From an optimization exercise on the open Yosys and OpenROAD flow, aimed at small area, a short achievable clock period and few clock cycles; shortcuts taken in it are not production practice. In this exercise RTL edits were held to simulation tests only and were not proved equivalent to the original. Power figures rest on the tool's default switching activity, not on a simulated workload.

==> design/flow/design.v <==
`timescale 1ns / 1ps
module rf_dec (
    input  logic [ 4:0] a,
    output logic [31:1] s
);
    always_comb for (int i = 1; i < 32; i++) s[i] = (a == i);
endmodule
module op_sel #(
    parameter int N = 33
) (
    input  logic [N-1:0]    s,
    input  logic [32*N-1:0] d,
    output logic [31:0]     r
);
    always_comb begin
        r = 32'b0;
        for (int i = 0; i < N; i++) r = r | ({32{s[i]}} & d[32*i+:32]);
    end
endmodule
`timescale 1ns / 1ps
module RV32I_Core (
    input  logic        clk,
    input  logic        reset,
    input  logic [31:0] instrCode,
    output logic [31:0] instrMemAddr,
    output logic        dataWe,
    output logic [31:0] dataAddr,
    output logic [31:0] dataWData,
    input  logic [31:0] dataRData,
    output logic        transfer,
    input  logic        ready
);
    localparam logic [6:0] OP_R = 7'b0110011, OP_L = 7'b0000011, OP_I = 7'b0010011,
        OP_S = 7'b0100011, OP_B = 7'b1100011, OP_LU = 7'b0110111, OP_AU = 7'b0010111,
        OP_J = 7'b1101111, OP_JL = 7'b1100111;
    logic [31:0] pc_f;
    logic        v_e;
    logic [31:0] a_e, b_e, imm_e;
    logic [ 4:0] rd_e;
    logic        we_e, ld_e, st_e, br_e, pred_e, jalr_e;
    logic        sub_e, uns_e, s_add_e, s_slt_e, s_xor_e, s_or_e, s_and_e, s_sh_e;
    logic        shl_e, sha_e;
    logic [ 2:0] f3_e;
    logic [ 4:0] rs1_d, rs2_d;
    logic        v_m, mem_m, pend;
    logic [31:0] res_m, sd_m;
    logic [ 4:0] rd_m;
    logic        we_m, ld_m, st_m;
    wire         m_ld = v_m & ld_m;
    wire         wb_en = v_m & we_m;
    wire  [31:0] wb_data = ld_m ? dataRData : res_m;
    assign transfer  = pend | mem_m;
    assign dataWe    = st_m;
    assign dataAddr  = res_m;
    assign dataWData = sd_m;
    logic [32*32-1:32] rf;   
    always_ff @(posedge clk) begin
        for (int i = 1; i < 32; i++) if (wb_en && rd_m == i) rf[32*i+:32] <= wb_data;
    end
    assign instrMemAddr = pc_f;
    wire [6:0] op = instrCode[6:0];
    wire [2:0] f3 = instrCode[14:12];
    wire [4:0] rs1 = instrCode[19:15];
    wire [4:0] rs2 = instrCode[24:20];
    wire [4:0] rd = instrCode[11:7];
    wire is_r  = ~op[6] & op[5] & op[4] & ~op[2];
    wire is_i  = ~op[6] & ~op[5] & op[4] & ~op[2];
    wire is_l  = ~op[6] & ~op[5] & ~op[4] & ~op[2];
    wire is_s  = ~op[6] & op[5] & ~op[4] & ~op[2];
    wire is_b  = op[6] & ~op[2];
    wire is_lu = ~op[6] & op[5] & op[2];
    wire is_au = ~op[6] & ~op[5] & op[2];
    wire is_j  = op[6] & op[3];
    wire is_jl = op[6] & op[2] & ~op[3];
    logic [31:0] imm;
    always_comb begin
        imm = {{20{instrCode[31]}}, instrCode[31:20]};   
        if (is_i & (f3 == 3'b011)) imm = {20'b0, instrCode[31:20]};   
        if (is_s) imm = {{20{instrCode[31]}}, instrCode[31:25], instrCode[11:7]};
        if (is_b) imm = {{20{instrCode[31]}}, instrCode[7], instrCode[30:25], instrCode[11:8], 1'b0};
        if (is_lu | is_au) imm = {instrCode[31:12], 12'b0};
        if (is_j) imm = {{12{instrCode[31]}}, instrCode[19:12], instrCode[20], instrCode[30:21], 1'b0};
    end
    assign rs1_d = (is_lu | is_au | is_j) ? 5'd0 : rs1;
    assign rs2_d = (is_r | is_s | is_b) ? rs2 : 5'd0;
    wire        d_sub = is_b | ((is_r | is_i) & (f3[2:1] == 2'b01)) | (is_r & (f3 == 3'b000) & instrCode[30]);
    wire        pred_b = instrCode[31] | (f3 == 3'b001);
    wire        pred = is_j | (is_b & pred_b);
    wire [31:0] pc4_f = pc_f + 32'd4;
    wire [31:0] tgt_j = pc_f + {{12{instrCode[31]}}, instrCode[19:12], instrCode[20], instrCode[30:21], 1'b0};
    wire [31:0] tgt_b = pc_f + {{20{instrCode[31]}}, instrCode[7], instrCode[30:25], instrCode[11:8], 1'b0};
    logic [31:1] dec1, dec2;
    rf_dec u_dec1 (.a(rs1), .s(dec1));
    rf_dec u_dec2 (.a(rs2), .s(dec2));
    logic [31:0] t1, t2;
    op_sel #(.N(31)) u_sel1 (.s(dec1), .d(rf), .r(t1));
    op_sel #(.N(31)) u_sel2 (.s(dec2), .d(rf), .r(t2));
    wire        fwd_en = v_e & we_e & ~ld_e;
    wire        fwd1 = fwd_en & (rd_e == rs1);
    wire        fwd2 = fwd_en & (rd_e == rs2);
    wire        byp1 = wb_en & (rd_m == rs1) & ~fwd1;
    wire        byp2 = wb_en & (rd_m == rs2) & ~fwd2;
    wire        use1 = ~(is_lu | is_au | is_j);
    wire        keep1 = use1 & ~fwd1 & ~byp1;
    wire        keep2 = ~fwd2 & ~byp2;
    wire [31:0] rd1 = ({32{keep1}} & t1) | ({32{fwd1 & use1}} & res_e) | ({32{byp1 & use1}} & wb_data)
                    | ({32{is_au}} & pc_f);
    wire        use2 = is_r | is_b;
    wire [31:0] b_d = ({32{keep2 & use2}} & t2) | ({32{fwd2 & use2}} & res_e) | ({32{byp2 & use2}} & wb_data)
                    | ({32{is_j}} & pc4_f) | ({32{~use2 & ~is_j}} & imm);
    wire        pb = ~is_s & (is_j | (is_b & pred_b));
    wire [31:0] c_d = ({32{keep2 & is_s}} & t2) | ({32{fwd2 & is_s}} & res_e) | ({32{byp2 & is_s}} & wb_data)
                    | ({32{pb}} & pc4_f) | ({32{~is_s & ~pb}} & tgt_b);
    wire [31:0] a = a_e;
    wire [31:0] b = b_e;
    wire [31:0] srcB = b;
    wire [31:0] sum = a + srcB + {31'b0, sub_e};
    wire [31:0] x = a ^ srcB;
    wire        eq = &x;
    wire        lt = (a[31] ^ ~srcB[31]) ? (uns_e ? ~srcB[31] : a[31]) : sum[31];
    logic [31:0] a_rev, sh_r, sh_rev;
    always_comb for (int i = 0; i < 32; i++) a_rev[i] = a[31-i];
    wire [31:0] sh_in = shl_e ? a_rev : a;
    wire [32:0] sh_ext = {sha_e & a[31], sh_in};
    assign sh_r = 32'($signed(sh_ext) >>> srcB[4:0]);
    always_comb for (int i = 0; i < 32; i++) sh_rev[i] = sh_r[31-i];
    wire        sh_zero = ~sha_e & (srcB[31:5] != 27'b0);
    wire [31:0] sh = sh_zero ? 32'b0 : (shl_e ? sh_rev : sh_r);
    wire [31:0] alu = ({32{s_add_e}} & sum) | ({32{s_xor_e}} & x) | ({32{s_or_e}} & (a | srcB))
                    | ({32{s_and_e}} & (a & srcB)) | ({32{s_sh_e}} & sh) | {31'b0, s_slt_e & lt}
                    | ({32{jalr_e}} & pc_f);   
    logic cond;
    always_comb begin
        case ({f3_e[2], f3_e[0]})
            2'b00: cond = eq;
            2'b01: cond = ~eq;
            2'b10: cond = lt;
            default: cond = ~lt;
        endcase
    end
    wire        redirect = v_e & (jalr_e | (br_e & (cond ^ pred_e)));
    wire [31:0] raddr = jalr_e ? sum : imm_e;
    wire [31:0] res_e = alu;
    wire m_ld_wait = m_ld & ~ready;
    wire bus_busy = (pend | mem_m) & ~ready;
    wire e_mem = v_e & (ld_e | st_e);
    wire stall = m_ld_wait | (e_mem & bus_busy);
    wire ld_use = v_e & ld_e & (rd_e != 5'd0) & ((rd_e == rs1_d) | (rd_e == rs2_d));
    always_ff @(posedge clk, posedge reset) begin
        if (reset) begin
            pc_f  <= 32'b0;
            v_e   <= 1'b0;
            v_m   <= 1'b0;
            mem_m <= 1'b0;
            pend  <= 1'b0;
        end else begin
            pend <= (pend | (v_m & st_m)) & ~ready;
            if (~stall) begin
                if (redirect) pc_f <= raddr;
                else if (~ld_use) pc_f <= is_j ? tgt_j : ((is_b & pred) ? tgt_b : pc4_f);
                v_e   <= ~redirect & ~ld_use;
                v_m   <= v_e;
                mem_m <= e_mem;
            end else if (~m_ld_wait) begin
                v_m   <= 1'b0;
                mem_m <= 1'b0;
            end
        end
    end
    always_ff @(posedge clk) begin
        if (~stall) begin
            a_e <= rd1;
            b_e <= b_d ^ {32{d_sub}};
            imm_e <= c_d;
            rd_e <= (is_s | is_b) ? 5'd0 : rd;
            we_e <= ~(is_s | is_b) & (rd != 5'd0);
            ld_e <= is_l;
            st_e <= is_s;
            br_e <= is_b;
            pred_e <= pred;
            jalr_e <= is_jl;
            sub_e <= d_sub;
            uns_e <= is_b ? f3[1] : f3[0];
            s_add_e <= ((is_r | is_i) & (f3 == 3'b000)) | ~(is_r | is_i | is_jl);
            s_slt_e <= (is_r | is_i) & (f3[2:1] == 2'b01);
            s_xor_e <= (is_r | is_i) & (f3 == 3'b100);
            s_or_e <= (is_r | is_i) & (f3 == 3'b110);
            s_and_e <= (is_r | is_i) & (f3 == 3'b111);
            s_sh_e <= (is_r | is_i) & (f3[1:0] == 2'b01);
            shl_e <= ~f3[2];
            sha_e <= instrCode[30] & f3[2];
            f3_e <= f3;
        end
        if (~m_ld_wait) begin
            rd_m <= rd_e;
            we_m <= we_e;
            ld_m <= ld_e;
            st_m <= st_e;
        end
        res_m <= res_e;
        sd_m <= imm_e;
    end
endmodule
==> design/flow/run.sh <==
#!/bin/bash
# synth_recipe.tcl (not shown) runs the flow's synth.tcl, then flattens the netlist and writes it again
# the make line also repeats each setting of config.mk as NAME=value (left out here)
make -C /OpenROAD-flow-scripts/flow DESIGN_CONFIG=/design/flow/config.mk WORK_HOME=/design/flow/orfs CLKGATE_MAP_FILE= SYNTH_SCRIPT=/design/flow/synth_recipe.tcl finish
==> design/flow/config.mk <==
export PLATFORM = sky130hd
export DESIGN_NAME = RV32I_Core
export DESIGN_NICKNAME = RV32I_Core
export VERILOG_FILES = /design/flow/design.v
export SDC_FILE = /design/flow/constraint.sdc
export NUM_CORES = 4
export LEC_CHECK = 0
export CAP_MARGIN = 20
export CORE_MARGIN = 2
export CORE_UTILIZATION = 50
export CTS_BUF_LIST = sky130_fd_sc_hd__clkbuf_8
export CTS_CLUSTER_DIAMETER = 60
export CTS_CLUSTER_SIZE = 15
export PLACE_DENSITY = 0.75
export SETUP_SLACK_MARGIN = 4.1
export SLEW_MARGIN = 20
export SYNTH_HIERARCHICAL = 1
==> design/flow/constraint.sdc <==
create_clock -name core_clock -period 8.0 [get_ports {clk}]
set_input_delay 1.6000 -clock core_clock [delete_from_list [all_inputs] [get_ports {clk}]]
set_output_delay 1.6000 -clock core_clock [all_outputs]
set_load 0.01 [all_outputs]
==> impl_metrics.ini, run 1 <==
[final_layout]
drive_gt1_frac = 0.218
area_delta_synth_final_pct = 17.1
nets = 5581
post-route-util = 0.589
fillers = 9855

[power_and_ir_drop]
ir_worst_vdd_uv = 301
p_leak_nw = 24.9
p_per_area_mw_per_mm2 = 372

[worst_setup_path]
timing.rr.start = a_e[0]
rr_worst_depth = 9
arrival_ns = 5.04
criticalPathCategory = in -> reg
cp_num_cells = 13
cp-end-kind = register
cpMaxStageDelayCell = or4_1
startpoint = instrCode[24]
reg2reg_slack_ns = 3.99
cp_max_fo = 8
cp_top_family = simple AND/OR/NAND/NOR gates
worstPathRequired_ns = 8.67
worst-path-buf-inv = 4
r2r-end = imm_e[6]
cp-start-kind = input port
critPathMaxStageDelay_ns = 0.77
crit_end = b_e[20]
path_cells = buf_12 -> buf_8 -> nand2b_4 -> nor2_4 -> buf_2 -> buf_4 -> a22oi_1 -> nand4_1 -> or4_1 -> mux2i_2 -> o221ai_1 -> a21oi_1 -> xnor2_1

[placed_design]
hpwl_mm = 183
io_buffers = 162
gp_congestion = 1.08

[sta]
fin_crit_ns = 4.37
slew_viol_final = 0
rsz0062_at_grt = yes
timing.hold.ws_ns = 0.378
maxSlewHeadroom = 0.0957
worst_pin_slew_ns = 1.35
setup_viol = 0
tns_ns = 0
clock.fmax_mhz = 229
finalClockSkew_ns = 0.114
hold_violations = 0
min_period_over_period = 0.546

[cts]
cts_buffer_depth = 3
numCtsBuffers = 109
cts_hold_buf = 0
htreeDepth = 3
clk_pin_slew_ns = 0.09
clockRootBuffer = clkbuf_8
clock-sinks = 1219
clk_latency_ns = 0.96
tritoncts = done

[grt]
grt_max_degree = 84
antenna_found_initial = 34
grt_first_pass_wirelength_mm = 384
grt-ovfl-total = 0
track_usage = 0.421
grt_pass1_vias = 49600

[flow_run]
max_cap_violations = 0

[worst_hold_path]
min_path_cells = 0
hold_class = reg -> reg

[logic_synthesis]
syn-num-nets = 5307
synth_edf_count = 1119
synthArstFlopShare = 0.0295
synth_cell_type_count = 91
ys_ff_latch = 1219
postSynthCellCount = 5128
synth_flop_cell = edfxtp_1
syn_area_per_cell_sq_um = 12.3
synth_warnings = 9
ys_seq_area_frac = 0.568
netlist_area_sq_mm = 0.0630

[route]
vias = 55000
drtIter0Drc = 11600
wl_per_cell_um = 40.2
drcViolationCount = 0
drt_first_pass_iters = 10
drt_wl_total_mm = 286
vias_per_cell = 7.71
ant_nets = 0

[floorplanning]
fp-row-count = 130
dieArea_sq_mm = 0.129
die_width_um = 359
start_util = 0.503
coreArea_sq_mm = 0.125
die_y_um = 359
ios = 165

[status]
status = finished clean
worst reg2reg max path: stages (launching register included):
cell	delay [ns]
edfxtp_1	0.56
buf_4	0.21
buf_4	0.15
mux2_1	0.35
mux4_2	0.55
mux2_2	0.32
a21oi_1	0.37
mux2i_1	0.22
a221o_2	0.58
a221o_1	0.40
per-module statistics from Yosys, one instance, submodules excluded, excerpt:
module / cells inside / cell area, sq um / flops+latches / copies in the design
RV32I_Core: 3570 / 51800 / 1219 / 1
rf_dec: 46 / 218 / 0 / 2
how the worst min path moves through the flow:
stage              start        to  slack [ns]
3_5_place_dp   imm_e[25]  sd_m[25]        0.36
4_1_cts        imm_e[25]  sd_m[25]        0.38
3_3_place_gp   imm_e[25]  sd_m[25]        0.36
6_report       imm_e[25]  sd_m[25]        0.38
2_1_floorplan  imm_e[11]  sd_m[11]        0.34
5_1_grt        imm_e[25]  sd_m[25]        0.38
flip-flops by register name, indices dropped and copies added, names as in the netlist, 2 cells and up:
name   count
imm_e     32
pc_f      32
res_m     32
rd_e       5
a_e       32
sd_m      32
rf       992
rd_m       5
b_e       32
f3_e       2
routing by layer:
metal / global-route usage / share of wire / up-vias
li1: - / - / 21500
met5: 0.000370 / 0.00090 / -
met4: 0.340 / 0.11 / 34
met3: 0.189 / 0.17 / 1478
met1: 0.490 / 0.31 / 26300
met2: 0.601 / 0.41 / 5606
logic make-up after synthesis:
kind of cell,Yosys count,synth area share
xor+xnor,139,0.0193
compound gates,1769,0.216
fa+ha+maj,112,0.0227
mux,231,0.0478
buf+inv,509,0.0338
flops,1219,0.568
simple gates,1149,0.0917
placed cells by master, fill, tap and decap left out, drive strengths merged, types with 46 or more instances in the layout:
cell and count:
edfxtp 1119, mux2 75, a21o 52, o21ai 157, clkbuf 126, or4 65, o221ai 46, inv 170
buf 364, a222oi 70, xor2 51, clkdlybuf4s50 136, nand2 239, a22o 71, o211ai 54, a22oi 797
a21oi 158, mux4 48, mux2i 108, nor3 54, ha 108, nand3 182, nand4 161, nor2 278
xnor2 88, a221oi 86, dfxtp 64
power breakdown:
group          leakage (nW)  switching [mW]  total, mW  internal [mW]
clock network          1.10            2.33       3.71           1.39
logic                  12.6            9.13       13.5           4.39
registers              11.3            1.16       10.2           9.01
total                  24.9            12.6       27.4           14.8
timing repair:
action                     4_1_cts  5_1_grt
cloned                          17       12
pin swaps                       85      156
setup buffers                   70       97
setup endpoints to repair      275      208
gates resized for setup        369      261
synth_stat cells (54+ instances only):
cell / instances / area [sq um]
a21oi_1: 154 / 771
a221oi_2: 67 / 1010
a222oi_1: 70 / 701
a22o_1: 71 / 622
a22oi_1: 797 / 5980
clkbuf_1: 304 / 1140
dfxtp_1: 64 / 1280
edfxtp_1: 1119 / 33600
ha_1: 108 / 1350
inv_1: 132 / 495
mux2_2: 73 / 822
mux2i_1: 108 / 1080
nand2_1: 239 / 897
nand3_1: 182 / 911
nand4_1: 161 / 1010
nor2_1: 274 / 1030
nor3_1: 54 / 270
o21ai_0: 149 / 746
or4_1: 65 / 488
xnor2_1: 88 / 771
through the flow:
step | setup WS [ns] | cells | area [sq um] | power [mW]
after floorplan | 3.50 | 5128 | 63300 | 16.2
after global placement | 1.49 | 6740 | 67100 | 21.6
after detailed placement | 1.40 | 6742 | 67100 | 21.8
after CTS | 3.95 | 6999 | 71500 | 25.9
after global routing | 3.74 | 7112 | 73700 | 27.7
final | 3.63 | 7128 | 73700 | 27.4
cell type report:
type	instances	area, sq um	share of cell area
flip-flops and latches	1219	35800	0.486
multi-input cells	3404	27600	0.374
repair buffers	530	5670	0.0769
well taps	1650	2060	0.0280
clock buffers	111	1530	0.0207
inverters	137	538	0.00730
clock inverters	59	492	0.00667
diodes	17	42.5	0.000577
repair inverters	1	5.00	0.0000679
Testbench counts, summed over its fixed seeds: cycles 32,567.
==> inputs of run 2 (changes only) <==
--- a/design/flow/config.mk
+++ b/design/flow/config.mk
@@ -11,7 +11,7 @@
 export CTS_BUF_LIST = sky130_fd_sc_hd__clkbuf_8
 export CTS_CLUSTER_DIAMETER = 60
 export CTS_CLUSTER_SIZE = 15
-export PLACE_DENSITY = 0.75
-export SETUP_SLACK_MARGIN = 4.1
+export PLACE_DENSITY = 0.8
+export SETUP_SLACK_MARGIN = 3.9
 export SLEW_MARGIN = 20
 export SYNTH_HIERARCHICAL = 1
==> run 2 against run 1 <==
Compared with the run above:
- routed wire length fell by 5.4%
- critical path type unchanged
- via count is 4.0% lower
- sequential power about the same
- critical path depth decreased by 4
- core utilization shrank 2.3 points
- sequential share of layout area increased by 2.0 points
- register-to-register slack worse by 0.17 ns
- hold slack better by 0.0035 ns
- largest power group unchanged
- die area did not move
- clock power fell by 1%
- area after synthesis is the same
- clock-buffer cell count shrank 5
==> impl_metrics.ini, run 2 <==
[cts]
cts_buffer_depth = 3
htreeDepth = 3
cts_hold_buf = 0
clk_pin_slew_ns = 0.10
clockRootBuffer = clkbuf_8
clock-sinks = 1219
clk_latency_ns = 0.93
numCtsBuffers = 106
tritoncts = done

[logic_synthesis]
synth_compound_area_frac = 0.216
synth_top_family_by_area = compound AO/OA/AOI/OAI gates
syn_area_per_cell_sq_um = 12.3
postSynthCellCount = 5128
synthAdderAreaFrac = 0.0227
synth_mux_area_frac = 0.0478
netlist_area_sq_mm = 0.0630
synth_edf_count = 1119
ys_top_cells_by_count = edfxtp_1, a22oi_1, clkbuf_1
ys_ff_latch = 1219
synth_flop_cell = edfxtp_1
synth_top_area_cell = edfxtp_1
yosys.cell_count.top_type = edfxtp_1
synth_top_area_frac = 0.534
ys_seq_area_frac = 0.568
synth-xor-area-share = 0.0193
synthArstFlopShare = 0.0295
synth_cell_type_count = 91
syn-num-nets = 5307
synth_warnings = 9
synth-simple-area-share = 0.0917
synthTopCellsByArea = edfxtp_1, a22oi_1, ha_1, dfxtp_1, clkbuf_1

[worst_setup_path]
criticalPathCategory = in -> reg
cp-end-kind = register
cpMaxStageDelayCell = nor2_4
cp_max_fo = 18
startpoint = instrCode[15]
timing.rr.start = b_e[30]
cp-start-kind = input port
arrival_ns = 4.83
critPathMaxStageDelay_ns = 0.61
path_cells = buf_2 -> or3b_4 -> nor2_4 -> buf_4 -> a22oi_1 -> nand4_1 -> or4_1 -> mux2i_4 -> o221ai_1
worstPathRequired_ns = 8.63

[route]
drt_first_pass_iters = 12
vias_per_cell = 7.57
ant_nets = 0
wl_per_cell_um = 38.8
drtIter0Drc = 11200
drt_wl_total_mm = 271
vias = 52800
drcViolationCount = 0

[flow_run]
max_cap_violations = 0

[final_layout]
largest_register_ffs = 992
layout_common_cells = edfxtp_1, a22oi_1, nand2_1
top_register = rf
final_common_cell = edfxtp_1
multi_input_area_sq_mm = 0.0267
fillers = 10100
regArea_sq_mm = 0.0358
area_delta_synth_final_pct = 12.5
final_cell_area_sq_mm = 0.0708
drive_gt1_frac = 0.168
nets = 5437

[floorplanning]
fp-row-count = 130
die_width_um = 359
coreArea_sq_mm = 0.125
ios = 165
die_y_um = 359
dieArea_sq_mm = 0.129
start_util = 0.503

[sta]
fin_ws_ns = 3.80
clock.fmax_mhz = 238
rsz0062_at_grt = yes
maxSlewHeadroom = 0.152
tns_ns = 0
slew_viol_final = 0
hold_violations = 0
setup_viol = 0
worst_pin_slew_ns = 1.27
finalClockSkew_ns = 0.0919
timing.hold.ws_ns = 0.382
fin_crit_ns = 4.20
min_period_over_period = 0.526

[placed_design]
dp_slack_ns = 1.55
hpwl_mm = 182
gp_congestion = 1.09
placed_cell_area_sq_mm = 0.0670
io_buffers = 162

[power_and_ir_drop]
ir_worst_vdd_uv = 238
p_per_area_mw_per_mm2 = 377
p_leak_nw = 23.9
power_mw = 26.7

[grt]
grt_max_degree = 62
track_usage = 0.407
grt_first_pass_wirelength_mm = 372
antenna_found_initial = 30
grt_pass1_vias = 48600
grt-ovfl-total = 0

[worst_hold_path]
min_from = imm_e[27]
hold_class = reg -> reg

[status]
status = finished clean
## run 2: layer usage
metal	track usage	routed length, um	vias up
li1	-	-	21200
met1	0.488	86000	25500
met3	0.151	43000	1147
met5	0	150	-
met2	0.591	113000	4925
met4	0.319	28300	26
## run 2: cells by family (layout without fill, tap and decap cells)
family	after synthesis	count (layout)
adder cells (fa/ha/maj)	112	112
XOR/XNOR	139	139
AND/OR/NAND/NOR	1149	1149
AO/OA/AOI/OAI	1769	1769
other	0	18
buffers and inverters	509	685
flip-flops	1219	1219
multiplexers	231	231
## run 2: path summary, 6_finish.rpt
| path | endpoint | slack [ns] | cells past startpoint |
|---|---|---|---|
| worst max register to register | b_e[14] | 3.82 | 8 |
| max in group asynchronous | pc_f[7] | 6.40 | 3 |
| worst min register to register | sd_m[27] | 0.38 | 0 |
| worst max-delay path | a_e[26] | 3.80 | 9 |
| min in group asynchronous | pc_f[0] | 1.15 | 3 |
| worst min-delay path | sd_m[27] | 0.38 | 0 |
## run 2: layout make-up
cell class / instances / share of cell area
flip-flops and latches: 1219 / 0.505
multi-input cells: 3400 / 0.377
repair buffers: 394 / 0.0529
inverters: 137 / 0.00737
diodes: 18 / 0.000636
well taps: 1650 / 0.0292
clock buffers: 106 / 0.0206
clock inverters: 48 / 0.00710
## run 2: timing repair
action / in CTS / in global routing
endpoints found under the setup margin: 133 / 111
buffers inserted: 25 / 26
cloned: 0 / 3
pin swaps: 26 / 41
gates resized for setup: 208 / 138
## run 2: critical path: cells and delay by family
| family | cells | cell delay (ns) |
|---|---|---|
| compound gates | 2 | 0.55 |
| buf+inv | 2 | 0.73 |
| mux | 1 | 0.18 |
| simple gates | 4 | 1.75 |
## run 2: Yosys stat by module, one instance, submodules excluded, excerpt
| module | cells | times used |
|---|---|---|
| RV32I_Core | 3570 | 1 |
| rf_dec | 46 | 2 |
## run 2: power by group
part	switching (mW)	internal [mW]
sequential	1.05	9.02
combinational	8.90	4.05
clock	2.28	1.39
## run 2: through the flow
step | utilization | cells
4_1_cts | 0.558 | 6923
6_report | 0.565 | 6972
2_1_floorplan | - | 5128
3_5_place_dp | 0.535 | 6744
5_1_grt | 0.565 | 6958
3_3_place_gp | 0.534 | 6738
==> inputs of run 3 (changes only) <==
--- a/design/flow/config.mk
+++ b/design/flow/config.mk
@@ -11,7 +11,7 @@
 export CTS_BUF_LIST = sky130_fd_sc_hd__clkbuf_8
 export CTS_CLUSTER_DIAMETER = 60
 export CTS_CLUSTER_SIZE = 15
-export PLACE_DENSITY = 0.8
-export SETUP_SLACK_MARGIN = 3.9
+export PLACE_DENSITY = 0.7
+export SETUP_SLACK_MARGIN = 4.0
 export SLEW_MARGIN = 20
 export SYNTH_HIERARCHICAL = 1
==> run 3 against run 2 <==
Compared with the run above:
- clock power shrank 2%
- largest power group unchanged
- area after synthesis is the same
- critical path type unchanged
- sequential power is essentially flat
- highest routed layer unchanged
==> impl_metrics.ini, run 3 <==
[status]
status = finished clean

[final_layout]
nets = 5481
layout_common_cells = edfxtp_1, a22oi_1, nand2_1
top_register = rf
largest_register_ffs = 992
drive_gt1_frac = 0.178
fillers = 10200
area_delta_synth_final_pct = 13.5
final_common_cell = edfxtp_1

[logic_synthesis]
synth_edf_count = 1119
synth_cell_type_count = 91
syn_area_per_cell_sq_um = 12.3
synth_warnings = 9
synth_flop_cell = edfxtp_1
ys_ff_latch = 1219
postSynthCellCount = 5128
yosys.cell_count.top_type = edfxtp_1
synth_top_area_cell = edfxtp_1
syn-num-nets = 5307
synth_top_area_frac = 0.534
ys_seq_area_frac = 0.568
ys_top_cells_by_count = edfxtp_1, a22oi_1, clkbuf_1
synthArstFlopShare = 0.0295
synthTopCellsByArea = edfxtp_1, a22oi_1, ha_1, dfxtp_1, clkbuf_1
netlist_area_sq_mm = 0.0630

[cts]
tritoncts = done
cts_buffer_depth = 3
clk_pin_slew_ns = 0.10
clockRootBuffer = clkbuf_8
clock-sinks = 1219
htreeDepth = 3
clk_latency_ns = 0.85
numCtsBuffers = 103
cts_hold_buf = 0

[sta]
hold_violations = 0
min_period_over_period = 0.507
clock.fmax_mhz = 247
timing.hold.ws_ns = 0.353
setup_viol = 0
finalClockSkew_ns = 0.0688
maxSlewHeadroom = 0.247
fin_crit_ns = 4.06
rsz0062_at_grt = yes
worst_pin_slew_ns = 1.12
tns_ns = 0
slew_viol_final = 0

[floorplanning]
ios = 165
die_width_um = 359
die_y_um = 359
start_util = 0.503
dieArea_sq_mm = 0.129
coreArea_sq_mm = 0.125
fp-row-count = 130

[grt]
grt_max_degree = 91
grt_first_pass_wirelength_mm = 359
antenna_found_initial = 20
grt_pass1_vias = 48300
grt-ovfl-total = 0
track_usage = 0.387

[worst_setup_path]
reg2reg_slack_ns = 4.00
cp-start-kind = input port
arrival_ns = 4.69
worstPathRequired_ns = 8.64
startpoint = instrCode[6]
r2r-end = imm_e[23]
cp_max_fo = 15
rr_worst_depth = 10
criticalPathCategory = in -> reg
timing.rr.start = a_e[0]
cp-end-kind = register

[route]
drt_wl_total_mm = 262
wl_per_cell_um = 37.4
vias = 53000
drcViolationCount = 0
drtIter0Drc = 9611
ant_nets = 0
drt_first_pass_iters = 10
vias_per_cell = 7.56

[placed_design]
hpwl_mm = 174
gp_congestion = 1.04
io_buffers = 162

[worst_hold_path]
hold_class = reg -> reg
worstHoldEndpoint = sd_m[6]
min_from = imm_e[6]
min_path_cells = 0

[power_and_ir_drop]
p_leak_nw = 24.0
ir_worst_vdd_uv = 210
p_per_area_mw_per_mm2 = 372
power_mw = 26.6

[flow_run]
max_cap_violations = 0
==> run 3: cell count changes in the layout (fill, tap and decap cells not counted), moves of 9 or more <==
cell	before	now
mux2i_1	89	77
inv_1	135	145
nand3_1	153	176
buf_6	13	31
buf_4	193	210
nand3_2	28	6
o21ai_0	141	132
==> run 3: where the power goes <==
group | leakage, nW | internal, mW | total [mW] | switching [mW]
sequential | 11.3 | 9.00 | 10.0 | 1.04
combinational | 11.7 | 4.16 | 12.9 | 8.78
clock | 1.03 | 1.38 | 3.59 | 2.21
total | 24.0 | 14.5 | 26.6 | 12.0
==> run 3: final cells by class <==
type	count	area, sq um	share of cell area
timing repair buffer	439	4320	0.0605
inverter	137	547	0.00765
timing repair inverter	1	5.00	0.0000700
clock inverter	49	463	0.00648
multi-input combinational	3401	26800	0.375
tap	1650	2060	0.0289
sequential	1219	35800	0.501
clock buffer	104	1430	0.0200
antenna	10	25.0	0.000350
==> run 3: worst max path at each step <==
stage	slack, ns	to	depth (start not counted)
2_1_floorplan	3.50	a_e[0]	3
3_3_place_gp	1.70	b_e[1]	12
3_5_place_dp	1.65	b_e[1]	12
4_1_cts	3.96	a_e[4]	10
5_1_grt	3.94	b_e[15]	14
6_report	3.94	a_e[7]	6
==> run 3: timing repair <==
action | 4_1_cts | 5_1_grt
resized for setup | 248 | 185
setup endpoints to repair | 234 | 116
pin swaps | 31 | 44
setup buffers | 34 | 74
cloned | 2 | 11
==> run 3: modules after synthesis, one instance, submodules excluded, excerpt <==
module      cells inside  cell area (sq um)  times used  flops+latches
RV32I_Core          3570              51800           1           1219
rf_dec                46                218           2              0
==> run 3: cell families after synthesis <==
family          Yosys count  synth area share
simple gates           1149            0.0917
fa+ha+maj               112            0.0227
buf+inv                 509            0.0338
compound gates         1769             0.216
flops                  1219             0.568
mux                     231            0.0478
xor+xnor                139            0.0193
==> run 3: critical path: stages <==
cell and delay, ns:
dlygate4sd2_1 0.62, nand2b_1 0.29, buf_4 0.28, and2_0 0.40, nand4_1 0.89, o221ai_1 0.59
==> run 3: per-layer routing <==
layer	vias to the layer above	track usage	routed length [um]
met5	-	0	126
met3	946	0.0980	36200
li1	21300	-	-
met1	26000	0.491	89200
met2	4704	0.602	117000
met4	18	0.227	19700
==> run 3: stage by stage <==
step | instance area [sq um] | cells | setup slack (ns) | utilization
6_report | 71500 | 7010 | 3.94 | 0.570
5_1_grt | 71400 | 7001 | 3.94 | 0.570
4_1_cts | 69900 | 6914 | 3.96 | 0.558
3_5_place_dp | 66800 | 6725 | 1.65 | 0.534
3_3_place_gp | 66800 | 6725 | 1.70 | 0.534
2_1_floorplan | 63200 | 5128 | 3.50 | -
==> inputs of run 4 (changes only) <==
--- a/design/flow/config.mk
+++ b/design/flow/config.mk
@@ -9,9 +9,9 @@
 export CORE_MARGIN = 2
 export CORE_UTILIZATION = 50
 export CTS_BUF_LIST = sky130_fd_sc_hd__clkbuf_8
-export CTS_CLUSTER_DIAMETER = 60
-export CTS_CLUSTER_SIZE = 15
-export PLACE_DENSITY = 0.7
+export CTS_CLUSTER_DIAMETER = 50
+export CTS_CLUSTER_SIZE = 18
+export PLACE_DENSITY = 0.75
 export SETUP_SLACK_MARGIN = 4.0
 export SLEW_MARGIN = 20
 export SYNTH_HIERARCHICAL = 1
==> run 4 against run 3 <==
Compared with the run above:
- clock skew grew 0.0074 ns
- largest cell class unchanged
- cell count grew 1.2%
- total power grew 3.1%
- sequential share of layout area shrank 1.1 points
- synthesized cell count is the same
- still clean
- largest power group unchanged
==> impl_metrics.ini, run 4 <==
[logic_synthesis]
postSynthCellCount = 5128
synth_cell_type_count = 91
synth_top_area_frac = 0.534
synth_warnings = 9
ys_seq_area_frac = 0.568
ys_top_cells_by_count = edfxtp_1, a22oi_1, clkbuf_1
ys_ff_latch = 1219
netlist_area_sq_mm = 0.0630
syn_area_per_cell_sq_um = 12.3
synth_flop_cell = edfxtp_1
synthTopCellsByArea = edfxtp_1, a22oi_1, ha_1, dfxtp_1, clkbuf_1
synthArstFlopShare = 0.0295
synth_edf_count = 1119
syn-num-nets = 5307
yosys.cell_count.top_type = edfxtp_1
synth_top_area_cell = edfxtp_1

[worst_setup_path]
criticalPathCategory = in -> reg
path_cells = buf_6 -> buf_12 -> nand2b_4 -> buf_12 -> buf_6 -> nor2_4 -> buf_12 -> a22oi_2 -> nand4_1 -> or4_4 -> mux2_4 -> a221oi_4 -> nand3_1 -> o21ai_1 -> a311oi_1
cp_top_family = simple AND/OR/NAND/NOR gates
worst-path-buf-inv = 5
worstPathRequired_ns = 8.55
r2r-end = a_e[19]
cp-end-kind = register
cpMostUsedCell = buf_12
cp_max_fo = 6
reg2reg_slack_ns = 4.01
critPathMaxStageDelay_ns = 0.69
cp-start-kind = input port
arrival_ns = 4.71
cpMaxStageDelayCell = or4_4
rr_worst_depth = 9
timing.rr.start = shl_e

[final_layout]
layout_common_cells = edfxtp_1, a22oi_1, nand2_1
largest_register_ffs = 992
final_cell_area_sq_mm = 0.0731
top_register = rf
nets = 5517
regArea_sq_mm = 0.0358
area_delta_synth_final_pct = 16.1
post-route-util = 0.584
final_common_cell = edfxtp_1
finalNonFillerCells = 7093
fillers = 9828
multi_input_area_sq_mm = 0.0272
drive_gt1_frac = 0.196

[sta]
fin_crit_ns = 4.16
maxSlewHeadroom = 0.183
min_period_over_period = 0.520
worst_pin_slew_ns = 1.22
finalClockSkew_ns = 0.0762
timing.hold.ws_ns = 0.370
fin_ws_ns = 3.84
hold_violations = 0
tns_ns = 0
setup_viol = 0
clock.fmax_mhz = 240
rsz0062_at_grt = yes
slew_viol_final = 0

[cts]
clk_pin_slew_ns = 0.11
clk_latency_ns = 0.90
cts_buffer_depth = 3
htreeDepth = 3
clock-sinks = 1219
cts_hold_buf = 0
clockRootBuffer = clkbuf_8
tritoncts = done
numCtsBuffers = 110

[grt]
grt-ovfl-total = 0
grt_max_degree = 120
grt_first_pass_wirelength_mm = 368
grt_pass1_vias = 49200
antenna_found_initial = 28
track_usage = 0.397

[floorplanning]
die_y_um = 359
start_util = 0.503
die_width_um = 359
fp-row-count = 130
ios = 165
coreArea_sq_mm = 0.125
dieArea_sq_mm = 0.129

[route]
ant_nets = 0
vias_per_cell = 7.62
drcViolationCount = 0
drt_wl_total_mm = 269
drt_first_pass_iters = 14
wl_per_cell_um = 38.0
drtIter0Drc = 11100
vias = 54000

[worst_hold_path]
worstHoldEndpoint = sd_m[22]
min_path_cells = 0
hold_class = reg -> reg
min_from = imm_e[22]

[flow_run]
max_cap_violations = 0

[power_and_ir_drop]
power_mw = 27.4
p_leak_nw = 24.6
p_per_area_mw_per_mm2 = 375
ir_worst_vdd_uv = 236

[placed_design]
placed_cell_area_sq_mm = 0.0670
io_buffers = 162
hpwl_mm = 173
dp_slack_ns = 1.62
gp_congestion = 1.06
dp.cells = 6733

[status]
status = finished clean
[run 4: cell counts after synthesis]
No cell type changed its count.
[run 4: repair_timing]
action / CTS / global route
gates resized for setup: 346 / 177
buffers inserted: 84 / 40
pin swaps: 66 / 62
endpoints found under the setup margin: 150 / 116
cloned: 10 / 8
[run 4: logic make-up (layout without fill, tap and decap cells)]
family | count (synthesis) | count (layout) | share of synthesized area
flip-flops | 1219 | 1219 | 0.568
AO/OA/AOI/OAI | 1769 | 1769 | 0.216
XOR/XNOR | 139 | 139 | 0.0193
AND/OR/NAND/NOR | 1149 | 1154 | 0.0917
other | 0 | 17 | 0
adder cells (fa/ha/maj) | 112 | 112 | 0.0227
multiplexers | 231 | 231 | 0.0478
buffers and inverters | 509 | 802 | 0.0338
[run 4: per-module statistics from Yosys (local to each module, per instance), a selection]
| module | cell area (sq um) | times used | cells | flops+latches |
|---|---|---|---|---|
| RV32I_Core | 51800 | 1 | 3570 | 1219 |
| rf_dec | 218 | 2 | 46 | 0 |
[run 4: area by class of cell]
class / count / area share
Antenna cell: 17 / 0.000582
Timing Repair inverter: 1 / 0.000103
Clock inverter: 86 / 0.0150
Sequential cell: 1219 / 0.490
Inverter: 137 / 0.00741
Multi-Input combinational cell: 3405 / 0.372
Clock buffer: 114 / 0.0215
Timing Repair Buffer: 464 / 0.0657
Tap cell: 1650 / 0.0282
[run 4: per-layer routing]
layer	global-route usage	up-vias	wire length [um]
li1	-	21400	-
met1	0.490	26300	87100
met2	0.591	5076	115000
met3	0.139	1216	42700
met4	0.260	22	23900
met5	0	-	151
[run 4: how the worst max path moves through the flow]
stage | from | endpoint | slack (ns) | cells past startpoint
after floorplan | ready | a_e[0] | 3.50 | 3
after detailed placement | instrCode[23] | b_e[1] | 1.62 | 12
after global placement | instrCode[23] | b_e[1] | 1.64 | 12
after CTS | instrCode[19] | a_e[26] | 3.95 | 11
after global routing | instrCode[24] | b_e[19] | 3.84 | 15
final | instrCode[24] | b_e[19] | 3.84 | 15
[run 4: power breakdown]
part | internal [mW] | switching, mW
clock | 1.89 | 2.50
sequential | 9.01 | 1.05
combinational | 4.17 | 8.76
total | 15.1 | 12.3
[run 4: worst register-to-register path, delay by kind of cell (launching register included)]
kind                   cells  cell delay, ns
AO/OA/AOI/OAI              4            1.19
flip-flops                 1            0.39
AND/OR/NAND/NOR            2            0.52
buffers and inverters      1            0.36
multiplexers               2            1.24

## port drivers added, routing unchanged
The flow's constraints put no driver on any port. The routed layouts listed below were extracted and timed again, unchanged, in two steps.
Step 1: set_driving_cell puts a clkbuf_16 on clk and a buf_2 on each other input, an assumption about the parent block.
Step 2 moves the port delays by t, midway between the first and last clock arrival at a register: inputs arrive t later, outputs are due t later. That takes back most of the time a late clock gives input paths.
a / b / c = no drivers / after step 1 / after step 2; a / b = the first two.
run	t (ns)	slack for setup (ns)	worst register clock-pin slew, ns
run 1	0.970	3.630 / 3.634 / 2.664	0.11 / 0.11
run 2	0.957	3.795 / 3.743 / 2.882	0.10 / 0.10
run 3	0.889	3.945 / 3.884 / 2.995	0.11 / 0.11
run 4	0.927	3.842 / 3.872 / 2.945	0.11 / 0.11
After both steps setup and hold are still met in every run listed. The setup slack of run 1, which loses most, moves by +0.004 ns with the drivers and by -0.966 ns with both steps.
